Background: an optimization exercise with open tools, aiming at small area, a short achievable clock period and few clock cycles. Do not read the settings as production practice. In this exercise RTL edits were held to simulation tests only and were not proved equivalent to the original.

==> build 93: inputs <==
Design muldiv, start of the top module:
module muldiv
(
    input  logic        clk,
    input  logic        rst,
    input  logic        start,
    input  logic [2:0]  funct3,
    input  logic [31:0] rs1,
    input  logic [31:0] rs2,
    output logic        ready,
    output logic        done,
    output logic [31:0] result
);
==> module muldiv, before the edit <==
module muldiv
(
    input  logic        clk,
    input  logic        rst,
    input  logic        start,
    input  logic [2:0]  funct3,
    input  logic [31:0] rs1,
    input  logic [31:0] rs2,
    output logic        ready,
    output logic        done,
    output logic [31:0] result
);
logic st_idle, st_mul, st_dneg, st_norm, st_div, st_corr, st_fix, st_done;
logic [64:0] X;
logic [32:0] Y;        
logic        dneg;     
logic [4:0]  cnt;
logic        o_hi;     
logic        o_corr;   
logic        o_rem;    
logic        o_neg;    
wire        p_sgn  = ~funct3[0];                           
wire        p_dneg = funct3[2] & p_sgn & rs2[31];
always_ff @(posedge clk) begin
    if (funct3[2])
        Y <= {1'b0, rs2 ^ {32{p_dneg}}};
    else
        Y <= {((funct3 == 3'b001) | (funct3 == 3'b010)) & rs1[31], rs1};
    dneg <= p_dneg;
end
logic sel_ah, sel_ar, sel_y1, sel_y2, sel_bh, sel_bl, sel_bm, inv, cin;
logic sel_c1, sel_c2, cneg;
wire [36:0] ysx = {{4{Y[32]}}, Y};
wire [36:0] aop = ({37{sel_ah}} & {{4{X[64]}}, X[64:32]})
                | ({37{sel_ar}} & {{3{X[64]}}, X[64:31]});
wire [36:0] bop = ({37{sel_y1}} & ysx)
                | ({37{sel_y2}} & {ysx[35:0], 1'b0})
                | ({37{sel_bh}} & {5'b00000, X[63:32]})
                | ({37{sel_bl}} & {5'b00000, X[31:0]})
                | ({37{sel_bm}} & {5'b00000, X[59:28]});
wire [34:0] cm    = ({35{sel_c1}} & ysx[34:0])
                  | ({35{sel_c2}} & {ysx[33:0], 1'b0});
wire [36:0] cop   = {cm ^ {35{cneg}}, {2{cneg}}};
wire [36:0] bx    = bop ^ {37{inv}};
wire [36:0] csum  = aop ^ bx ^ cop;
wire [36:0] ccar  = {(aop[35:0] & bx[35:0]) | (aop[35:0] & cop[35:0]) | (bx[35:0] & cop[35:0]), cneg};
wire [36:0] S;
muldiv_add37 add (.a(csum), .b(ccar), .cin(cin), .s(S));
wire        sneg  = S[36];
function automatic logic [3:0] niblen(input logic [31:0] x);
    niblen = 4'd0;
    for (int i = 0; i < 8; i++)
        if (x[4*i +: 4] != 4'd0) niblen = 4'(i + 1);
endfunction
wire       dz    = (Y[31:0] == 32'd0) & ~dneg;
wire [3:0] na    = niblen(X[63:32]);
wire [3:0] nd    = niblen(Y[31:0]);
logic [2:0] nnm1;
always_comb begin
    if (dz || na <= nd)      nnm1 = 3'd0;
    else if (na >= nd + 4'd7) nnm1 = 3'd7;
    else                     nnm1 = 3'(na - nd);
end
wire [63:0] xn = {32'd0, X[63:32]} << {~nnm1, 2'b00};    
wire last = (cnt == 5'd0);
wire [19:0] nxt0, nxt1;
muldiv_next nx0 (.sg(1'b0), .nxt(nxt0), .*);
muldiv_next nx1 (.sg(1'b1), .nxt(nxt1), .*);
wire [19:0] nxt = sneg ? nxt1 : nxt0;
wire [3:0] nx  = st_idle ? rs2[3:0] : X[7:4];
wire       npv = st_idle ? 1'b0 : X[3];
wire nb_one = nx[0] ^ npv;
wire nb_two = (nx[1] & ~nx[0] & ~npv) | (~nx[1] & nx[0] & npv);
wire nb_neg = nx[1] & ~(nx[0] & npv);
wire nc_one = nx[2] ^ nx[1];
wire nc_two = (nx[3] & ~nx[2] & ~nx[1]) | (~nx[3] & nx[2] & nx[1]);
wire nc_neg = nx[3] & ~(nx[2] & nx[1]);
wire x_hs = ~(st_idle | st_mul | st_norm);
wire x_ls = st_fix | st_dneg | st_corr | (st_div & last & o_rem);    
wire x_ld = ~(st_idle | st_mul | st_norm | x_ls);
always_ff @(posedge clk) begin
    X[64:32] <= ({33{st_idle}} & {1'b0, rs1 & {32{funct3[2]}}})
              | ({33{st_mul}}  & S[36:4])
              | ({33{st_norm}} & {1'b0, xn[63:32]})
              | ({33{x_hs}}    & {S[32] & ~st_dneg, S[31:0]});    
    X[31:0]  <= ({32{st_idle}} & rs2)
              | ({32{st_mul}}  & {S[3:0], X[31:4]})
              | ({32{st_norm}} & xn[31:0])
              | ({32{x_ls}}    & S[31:0])                         
              | ({32{x_ld}}    & {X[30:0], ~sneg});               
    cnt <= st_norm ? {nnm1, 2'b11} : (st_idle ? 5'd7 : cnt - 5'd1);
    if (st_idle) begin
        o_hi   <= (funct3 != 3'b000);
        o_corr <= funct3[1] & rs2[31];
        o_rem  <= funct3[1];
        o_neg  <= funct3[1] ? (p_sgn & rs1[31]) : (p_sgn & (rs1[31] ^ rs2[31]));
    end
    {sel_ah, sel_ar, sel_y1, sel_y2, sel_bh, sel_bl, sel_bm, inv, cin, sel_c1, sel_c2, cneg} <= nxt[19:8];
    if (rst) begin
        {st_idle, st_mul, st_dneg, st_norm, st_div, st_corr, st_fix, st_done} <= 8'b10000000;
    end else begin
        {st_idle, st_mul, st_dneg, st_norm, st_div, st_corr, st_fix, st_done}
            <= nxt[7:0];
    end
end
assign ready  = st_idle;
assign done   = st_done;
assign result = X[31:0];
endmodule
==> module muldiv_add37, before the edit <==
module muldiv_add37
(
    input  logic [36:0] a,
    input  logic [36:0] b,
    input  logic        cin,
    output logic [36:0] s
);
wire [36:0] g = a & b;
wire [36:0] p = a ^ b;
wire [37*7-1:0] G, P;
assign G[36:0] = {g[36:1], g[0] | (p[0] & cin)};
assign P[36:0] = p;
genvar l, i;
generate
    for (l = 0; l < 6; l++) begin : lvl
        for (i = 0; i < 37; i++) begin : bit_
            if (((i >> l) & 1) == 1) begin : op
                localparam int J = ((i >> l) << l) - 1;
                assign G[37*(l+1) + i] = G[37*l + i] | (P[37*l + i] & G[37*l + J]);
                assign P[37*(l+1) + i] = P[37*l + i] & P[37*l + J];
            end else begin : pass
                assign G[37*(l+1) + i] = G[37*l + i];
                assign P[37*(l+1) + i] = P[37*l + i];
            end
        end
    end
endgenerate
assign s = p ^ {G[37*6 +: 36], cin};
endmodule
==> module muldiv_next, before the edit <==
module muldiv_next
(
    input  logic        sg,
    input  logic        st_idle, st_mul, st_dneg, st_norm, st_div, st_corr, st_fix, st_done,
    input  logic        start,
    input  logic [2:0]  funct3,
    input  logic [31:0] rs1,
    input  logic        p_sgn, p_dneg,
    input  logic        last, dz,
    input  logic        o_hi, o_corr, o_rem, o_neg,
    input  logic        nb_one, nb_two, nb_neg, nc_one, nc_two, nc_neg,
    output logic [19:0] nxt
);
wire early  = sg | dz;                  
wire n_idle = (st_idle & ~start) | st_done;
wire n_mul  = (st_idle & start & ~funct3[2]) | (st_mul & ~last);
wire n_dneg = st_idle & start & funct3[2] & p_sgn & rs1[31];
wire n_norm = (st_idle & start & funct3[2] & ~(p_sgn & rs1[31])) | st_dneg;
wire n_div  = (st_norm & ~early) | (st_div & ~last);
wire n_corr = st_div & last & o_rem & sg;
wire n_fix  = (st_mul & last & o_hi)
            | (st_norm & early)
            | (st_div & last & o_neg & ~(o_rem & sg))
            | (st_corr & o_neg);
wire n_done = (st_mul & last & ~o_hi)
            | (st_div & last & ~o_neg & ~(o_rem & sg))
            | (st_corr & ~o_neg);
wire n_sub  = st_norm | ~sg;
logic nf_ah, nf_by, nf_bh, nf_bl, nf_bm, nf_inv, nf_cin;
always_comb begin
    if (st_mul) begin
        nf_ah = 1'b1; nf_by = o_corr; nf_bh = 1'b0; nf_bl = 1'b0; nf_bm = 1'b0; nf_inv = 1'b0; nf_cin = 1'b0;
    end else if (st_norm) begin
        nf_ah = 1'b0; nf_by = 1'b0; nf_bh = 1'b0; nf_bl = 1'b0; nf_bm = o_rem;
        nf_inv = o_rem ? o_neg : dz;
        nf_cin = o_rem & o_neg;
    end else begin
        nf_ah = 1'b0; nf_by = 1'b0; nf_bh = o_rem; nf_bl = ~o_rem; nf_bm = 1'b0; nf_inv = o_neg; nf_cin = o_neg;
    end
end
assign nxt[19] = n_mul | n_norm | n_corr | (n_fix & nf_ah);                           
assign nxt[18] = n_div;                                                               
assign nxt[17] = (n_mul & nb_one) | n_div | n_norm | n_corr | (n_fix & nf_by);        
assign nxt[16] = n_mul & nb_two;                                                      
assign nxt[15] = n_dneg | (n_fix & nf_bh);                                            
assign nxt[14] = n_fix & nf_bl;                                                       
assign nxt[13] = n_fix & nf_bm;                                                       
assign nxt[12] = (n_mul & nb_neg) | (n_div & n_sub) | n_norm | n_dneg | (n_fix & nf_inv);  
assign nxt[11] = (n_mul & nb_neg) | (n_div & (n_sub ^ p_dneg)) | (n_norm & ~p_dneg)
               | (n_corr & p_dneg) | n_dneg | (n_fix & nf_cin);                       
assign nxt[10]  = n_mul & nc_one;                                                      
assign nxt[9]  = n_mul & nc_two;                                                      
assign nxt[8]  = n_mul & nc_neg;                                                      
assign nxt[7:0] = {n_idle, n_mul, n_dneg, n_norm, n_div, n_corr, n_fix, n_done | st_fix};
endmodule
export LEC_CHECK = 0
export ABC_CLOCK_PERIOD_IN_PS = 4000
export CAP_MARGIN = 10
export CORE_MARGIN = 2
export CORE_UTILIZATION = 50
export CTS_BUF_LIST = sky130_fd_sc_hd__clkbuf_4 sky130_fd_sc_hd__clkbuf_8
export SETUP_SLACK_MARGIN = 4.0
export SLEW_MARGIN = 10
create_clock -name core_clock -period 9.0 [get_ports {clk}]
standard.sh (not shown) runs the stock make flow with config.mk's settings and CLKGATE_MAP_FILE= SYNTH_SCRIPT=/design/flow/synth_recipe.tcl, a recipe that flattens the netlist after the stock synthesis.
==> flow/flow/run.sh <==
#!/bin/bash
# The standard layout (standard.sh), with each port buffered by a
# sky130_fd_sc_hd__buf_1 instead of the larger cell buffer_ports picks.
# standard.sh's output goes to standard.log in this folder.
export BUFFER_PORTS_ARGS="-buffer_cell sky130_fd_sc_hd__buf_1"
bash standard.sh > standard.log 2>&1
==> build 75: changes against build 93 <==
--- a/flow/design.v
+++ b/flow/design.v
@@ -46,4 +46,4 @@
 wire [36:0] ccar  = {(aop[35:0] & bx[35:0]) | (aop[35:0] & cop[35:0]) | (bx[35:0] & cop[35:0]), cneg};
-wire [36:0] S;
-muldiv_add37 add (.a(csum), .b(ccar), .cin(cin), .s(S));
+wire [37:0] S38   = {csum, 1'b1} + {ccar, cin};
+wire [36:0] S     = S38[37:1];
 wire        sneg  = S[36];
@@ -77,15 +77,21 @@
 wire nc_neg = nx[3] & ~(nx[2] & nx[1]);
-wire x_hs = ~(st_idle | st_mul | st_norm);
-wire x_ls = st_fix | st_dneg | st_corr | (st_div & last & o_rem);    
-wire x_ld = ~(st_idle | st_mul | st_norm | x_ls);
 always_ff @(posedge clk) begin
-    X[64:32] <= ({33{st_idle}} & {1'b0, rs1 & {32{funct3[2]}}})
-              | ({33{st_mul}}  & S[36:4])
-              | ({33{st_norm}} & {1'b0, xn[63:32]})
-              | ({33{x_hs}}    & {S[32] & ~st_dneg, S[31:0]});    
-    X[31:0]  <= ({32{st_idle}} & rs2)
-              | ({32{st_mul}}  & {S[3:0], X[31:4]})
-              | ({32{st_norm}} & xn[31:0])
-              | ({32{x_ls}}    & S[31:0])                         
-              | ({32{x_ld}}    & {X[30:0], ~sneg});               
+    if (st_idle)
+        X[64:32] <= {1'b0, rs1 & {32{funct3[2]}}};
+    else if (st_mul)
+        X[64:32] <= S[36:4];
+    else if (st_norm)
+        X[64:32] <= {1'b0, xn[63:32]};
+    else  
+        X[64:32] <= {S[32] & ~st_dneg, S[31:0]};
+    if (st_idle)
+        X[31:0] <= rs2;
+    else if (st_mul)
+        X[31:0] <= {S[3:0], X[31:4]};
+    else if (st_norm)
+        X[31:0] <= xn[31:0];
+    else if (st_fix | st_dneg | st_corr | (st_div & last & o_rem))    
+        X[31:0] <= S[31:0];
+    else  
+        X[31:0] <= {X[30:0], ~sneg};
     cnt <= st_norm ? {nnm1, 2'b11} : (st_idle ? 5'd7 : cnt - 5'd1);
@@ -164,30 +170 @@
 endmodule
-module muldiv_add37
-(
-    input  logic [36:0] a,
-    input  logic [36:0] b,
-    input  logic        cin,
-    output logic [36:0] s
-);
-wire [36:0] g = a & b;
-wire [36:0] p = a ^ b;
-wire [37*7-1:0] G, P;
-assign G[36:0] = {g[36:1], g[0] | (p[0] & cin)};
-assign P[36:0] = p;
-genvar l, i;
-generate
-    for (l = 0; l < 6; l++) begin : lvl
-        for (i = 0; i < 37; i++) begin : bit_
-            if (((i >> l) & 1) == 1) begin : op
-                localparam int J = ((i >> l) << l) - 1;
-                assign G[37*(l+1) + i] = G[37*l + i] | (P[37*l + i] & G[37*l + J]);
-                assign P[37*(l+1) + i] = P[37*l + i] & P[37*l + J];
-            end else begin : pass
-                assign G[37*(l+1) + i] = G[37*l + i];
-                assign P[37*(l+1) + i] = P[37*l + i];
-            end
-        end
-    end
-endgenerate
-assign s = p ^ {G[37*6 +: 36], cin};
-endmodule
--- a/flow/config.mk
+++ b/flow/config.mk
@@ -8,3 +8,3 @@
 export ABC_CLOCK_PERIOD_IN_PS = 4000
-export CAP_MARGIN = 10
+export CAP_MARGIN = 20
 export CORE_MARGIN = 2
@@ -13,2 +13,2 @@
 export SETUP_SLACK_MARGIN = 4.0
-export SLEW_MARGIN = 10
+export SLEW_MARGIN = 20
==> trial 71: changes against build 93 <==
--- a/flow/design.v
+++ b/flow/design.v
@@ -46,4 +46,4 @@
 wire [36:0] ccar  = {(aop[35:0] & bx[35:0]) | (aop[35:0] & cop[35:0]) | (bx[35:0] & cop[35:0]), cneg};
-wire [36:0] S;
-muldiv_add37 add (.a(csum), .b(ccar), .cin(cin), .s(S));
+wire [37:0] S38   = {csum, 1'b1} + {ccar, cin};
+wire [36:0] S     = S38[37:1];
 wire        sneg  = S[36];
@@ -77,15 +77,21 @@
 wire nc_neg = nx[3] & ~(nx[2] & nx[1]);
-wire x_hs = ~(st_idle | st_mul | st_norm);
-wire x_ls = st_fix | st_dneg | st_corr | (st_div & last & o_rem);    
-wire x_ld = ~(st_idle | st_mul | st_norm | x_ls);
 always_ff @(posedge clk) begin
-    X[64:32] <= ({33{st_idle}} & {1'b0, rs1 & {32{funct3[2]}}})
-              | ({33{st_mul}}  & S[36:4])
-              | ({33{st_norm}} & {1'b0, xn[63:32]})
-              | ({33{x_hs}}    & {S[32] & ~st_dneg, S[31:0]});    
-    X[31:0]  <= ({32{st_idle}} & rs2)
-              | ({32{st_mul}}  & {S[3:0], X[31:4]})
-              | ({32{st_norm}} & xn[31:0])
-              | ({32{x_ls}}    & S[31:0])                         
-              | ({32{x_ld}}    & {X[30:0], ~sneg});               
+    if (st_idle)
+        X[64:32] <= {1'b0, rs1 & {32{funct3[2]}}};
+    else if (st_mul)
+        X[64:32] <= S[36:4];
+    else if (st_norm)
+        X[64:32] <= {1'b0, xn[63:32]};
+    else  
+        X[64:32] <= {S[32] & ~st_dneg, S[31:0]};
+    if (st_idle)
+        X[31:0] <= rs2;
+    else if (st_mul)
+        X[31:0] <= {S[3:0], X[31:4]};
+    else if (st_norm)
+        X[31:0] <= xn[31:0];
+    else if (st_fix | st_dneg | st_corr | (st_div & last & o_rem))    
+        X[31:0] <= S[31:0];
+    else  
+        X[31:0] <= {X[30:0], ~sneg};
     cnt <= st_norm ? {nnm1, 2'b11} : (st_idle ? 5'd7 : cnt - 5'd1);
@@ -164,30 +170 @@
 endmodule
-module muldiv_add37
-(
-    input  logic [36:0] a,
-    input  logic [36:0] b,
-    input  logic        cin,
-    output logic [36:0] s
-);
-wire [36:0] g = a & b;
-wire [36:0] p = a ^ b;
-wire [37*7-1:0] G, P;
-assign G[36:0] = {g[36:1], g[0] | (p[0] & cin)};
-assign P[36:0] = p;
-genvar l, i;
-generate
-    for (l = 0; l < 6; l++) begin : lvl
-        for (i = 0; i < 37; i++) begin : bit_
-            if (((i >> l) & 1) == 1) begin : op
-                localparam int J = ((i >> l) << l) - 1;
-                assign G[37*(l+1) + i] = G[37*l + i] | (P[37*l + i] & G[37*l + J]);
-                assign P[37*(l+1) + i] = P[37*l + i] & P[37*l + J];
-            end else begin : pass
-                assign G[37*(l+1) + i] = G[37*l + i];
-                assign P[37*(l+1) + i] = P[37*l + i];
-            end
-        end
-    end
-endgenerate
-assign s = p ^ {G[37*6 +: 36], cin};
-endmodule
--- a/flow/config.mk
+++ b/flow/config.mk
@@ -8,3 +8,3 @@
 export ABC_CLOCK_PERIOD_IN_PS = 4000
-export CAP_MARGIN = 10
+export CAP_MARGIN = 20
 export CORE_MARGIN = 2
@@ -12,3 +12,3 @@
 export CTS_BUF_LIST = sky130_fd_sc_hd__clkbuf_4 sky130_fd_sc_hd__clkbuf_8
-export SETUP_SLACK_MARGIN = 4.0
-export SLEW_MARGIN = 10
+export SETUP_SLACK_MARGIN = 4.3
+export SLEW_MARGIN = 20
==> trial 2: changes against build 93 <==
--- a/flow/design.v
+++ b/flow/design.v
@@ -25,3 +25,3 @@
     if (funct3[2])
-        Y <= {1'b0, rs2 ^ {32{p_dneg}}};
+        Y <= {p_dneg, rs2};
     else
@@ -49,10 +49,10 @@
 wire        sneg  = S[36];
-function automatic logic [3:0] niblen(input logic [31:0] x);
+function automatic logic [3:0] niblen(input logic [31:0] x, input logic s);
     niblen = 4'd0;
     for (int i = 0; i < 8; i++)
-        if (x[4*i +: 4] != 4'd0) niblen = 4'(i + 1);
+        if (x[4*i +: 4] != {4{s}}) niblen = 4'(i + 1);
 endfunction
-wire       dz    = (Y[31:0] == 32'd0) & ~dneg;
-wire [3:0] na    = niblen(X[63:32]);
-wire [3:0] nd    = niblen(Y[31:0]);
+wire       dz    = (Y[31:0] == 32'd0);
+wire [3:0] na    = niblen(X[63:32], 1'b0);
+wire [3:0] nd    = niblen(Y[31:0], dneg);    
 logic [2:0] nnm1;
@@ -156,3 +156,4 @@
 assign nxt[13] = n_fix & nf_bm;                                                       
-assign nxt[12] = (n_mul & nb_neg) | (n_div & n_sub) | n_norm | n_dneg | (n_fix & nf_inv);  
+assign nxt[12] = (n_mul & nb_neg) | (n_div & (n_sub ^ p_dneg)) | (n_norm & ~p_dneg)
+               | (n_corr & p_dneg) | n_dneg | (n_fix & nf_inv);                       
 assign nxt[11] = (n_mul & nb_neg) | (n_div & (n_sub ^ p_dneg)) | (n_norm & ~p_dneg)
--- a/flow/config.mk
+++ b/flow/config.mk
@@ -8,3 +8,3 @@
 export ABC_CLOCK_PERIOD_IN_PS = 4000
-export CAP_MARGIN = 10
+export CAP_MARGIN = 20
 export CORE_MARGIN = 2
@@ -13,2 +13,2 @@
 export SETUP_SLACK_MARGIN = 4.0
-export SLEW_MARGIN = 10
+export SLEW_MARGIN = 20
==> run notes <==
quantity                                                                     build 93        build 75        trial 71         trial 2
Max layer used                                                                   met4            met5            met4            met4
Fmax achieved                                                               0.207 GHz       0.200 GHz       0.213 GHz       0.205 GHz
Synthesized netlist cell count                                                   1420            1628            1628            1356
Weighted congestion at the end of routability-driven global placement           0.991            1.09            1.09            1.02
Via-to-Cell Ratio                                                                6.93            7.01            7.04            7.06
Worst R2R End                                                           X[60]$_DFF_P_   X[38]$_DFF_P_   X[10]$_DFF_P_   X[30]$_DFF_P_
Layout Skew                                                                   20.8 ps         20.3 ps         20.0 ps         19.3 ps
Slack of the critical path                                                    4170 ps         3990 ps         4290 ps         4130 ps
Wire length the detailed router placed on met1                               19300 um        24100 um        24100 um        19100 um
Number of antenna violations at the first check in global routing                   0               0               0               1
Largest net degree at the start of global routing                                  69              73              73              61
Met2 wire length                                                             20400 um        25400 um        26700 um        21400 um
Unique cell type count in the Yosys netlist                                        72              82              82              66
Max-slew headroom at the worst pin                                              27.0%           23.5%           24.8%           38.7%
Fraction of met2 tracks used by global routing                                  58.6%           65.8%           67.5%           62.1%
Standard cell core area                                                    22600 um^2      25100 um^2      25100 um^2      22600 um^2
Minimum clock period after layout                                             4830 ps         5010 ps         4710 ps         4870 ps
Sequential portion of the cell area                                             21.0%           19.1%           17.9%           21.0%
Maximum fanout count along the critical path                                       32              30              19              13
Share of the synthesized netlist area taken by xor and xnor gates               10.1%           9.64%           9.64%           7.87%
Result of the run                                                      finished clean  finished clean  finished clean  finished clean
Number of instances in the placed design                                         1692            1919            1919            1636
Width of the die                                                               156 um          163 um          163 um          155 um
Final cell area excluding filler cells                                     12400 um^2      13800 um^2      14800 um^2      12400 um^2
Testbench counts of build 93, summed over its fixed seeds: cycles 32,841.
Testbench counts of build 75, summed over its fixed seeds: cycles 32,841.
Testbench counts of trial 71, summed over its fixed seeds: cycles 32,841.
Testbench counts of trial 2, summed over its fixed seeds: cycles 32,841.

==> separate check: timing with driven ports <==
Ports are ideal in the flow. The routed layouts listed here were re-timed in OpenROAD.
Step 1, drivers: a clkbuf_16 drives clk and a buf_2 each remaining input, both assumed.
Step 2 adds t to the input delays and takes it off the output delays; t is the mean of the earliest and latest rising clock arrival at the registers after step 1. Input paths then give back, and output paths get back, about the clock's delay inside the block.
a / b / c = ideal / step 1 / step 2; a / b = the first two.
run | t (ns) | setup WS [ns] | hold slack, ns | clock arrival spread, ns | worst slew at a driven data input, ns
build 93 | 0.504 | 4.173 / 4.173 / 4.173 | 0.417 / 0.417 / 0.417 | 0.020 / 0.021 | 0.04
build 75 | 0.508 | 3.993 / 3.993 / 3.993 | 0.411 / 0.411 / 0.411 | 0.021 / 0.020 | 0.04
trial 71 | 0.511 | 4.295 / 4.295 / 4.295 | 0.413 / 0.413 / 0.413 | 0.020 / 0.020 | 0.04
trial 2 | 0.530 | 4.128 / 4.128 / 4.128 | 0.408 / 0.408 / 0.408 | 0.019 / 0.019 | 0.04
After both steps every run listed still meets setup and hold.
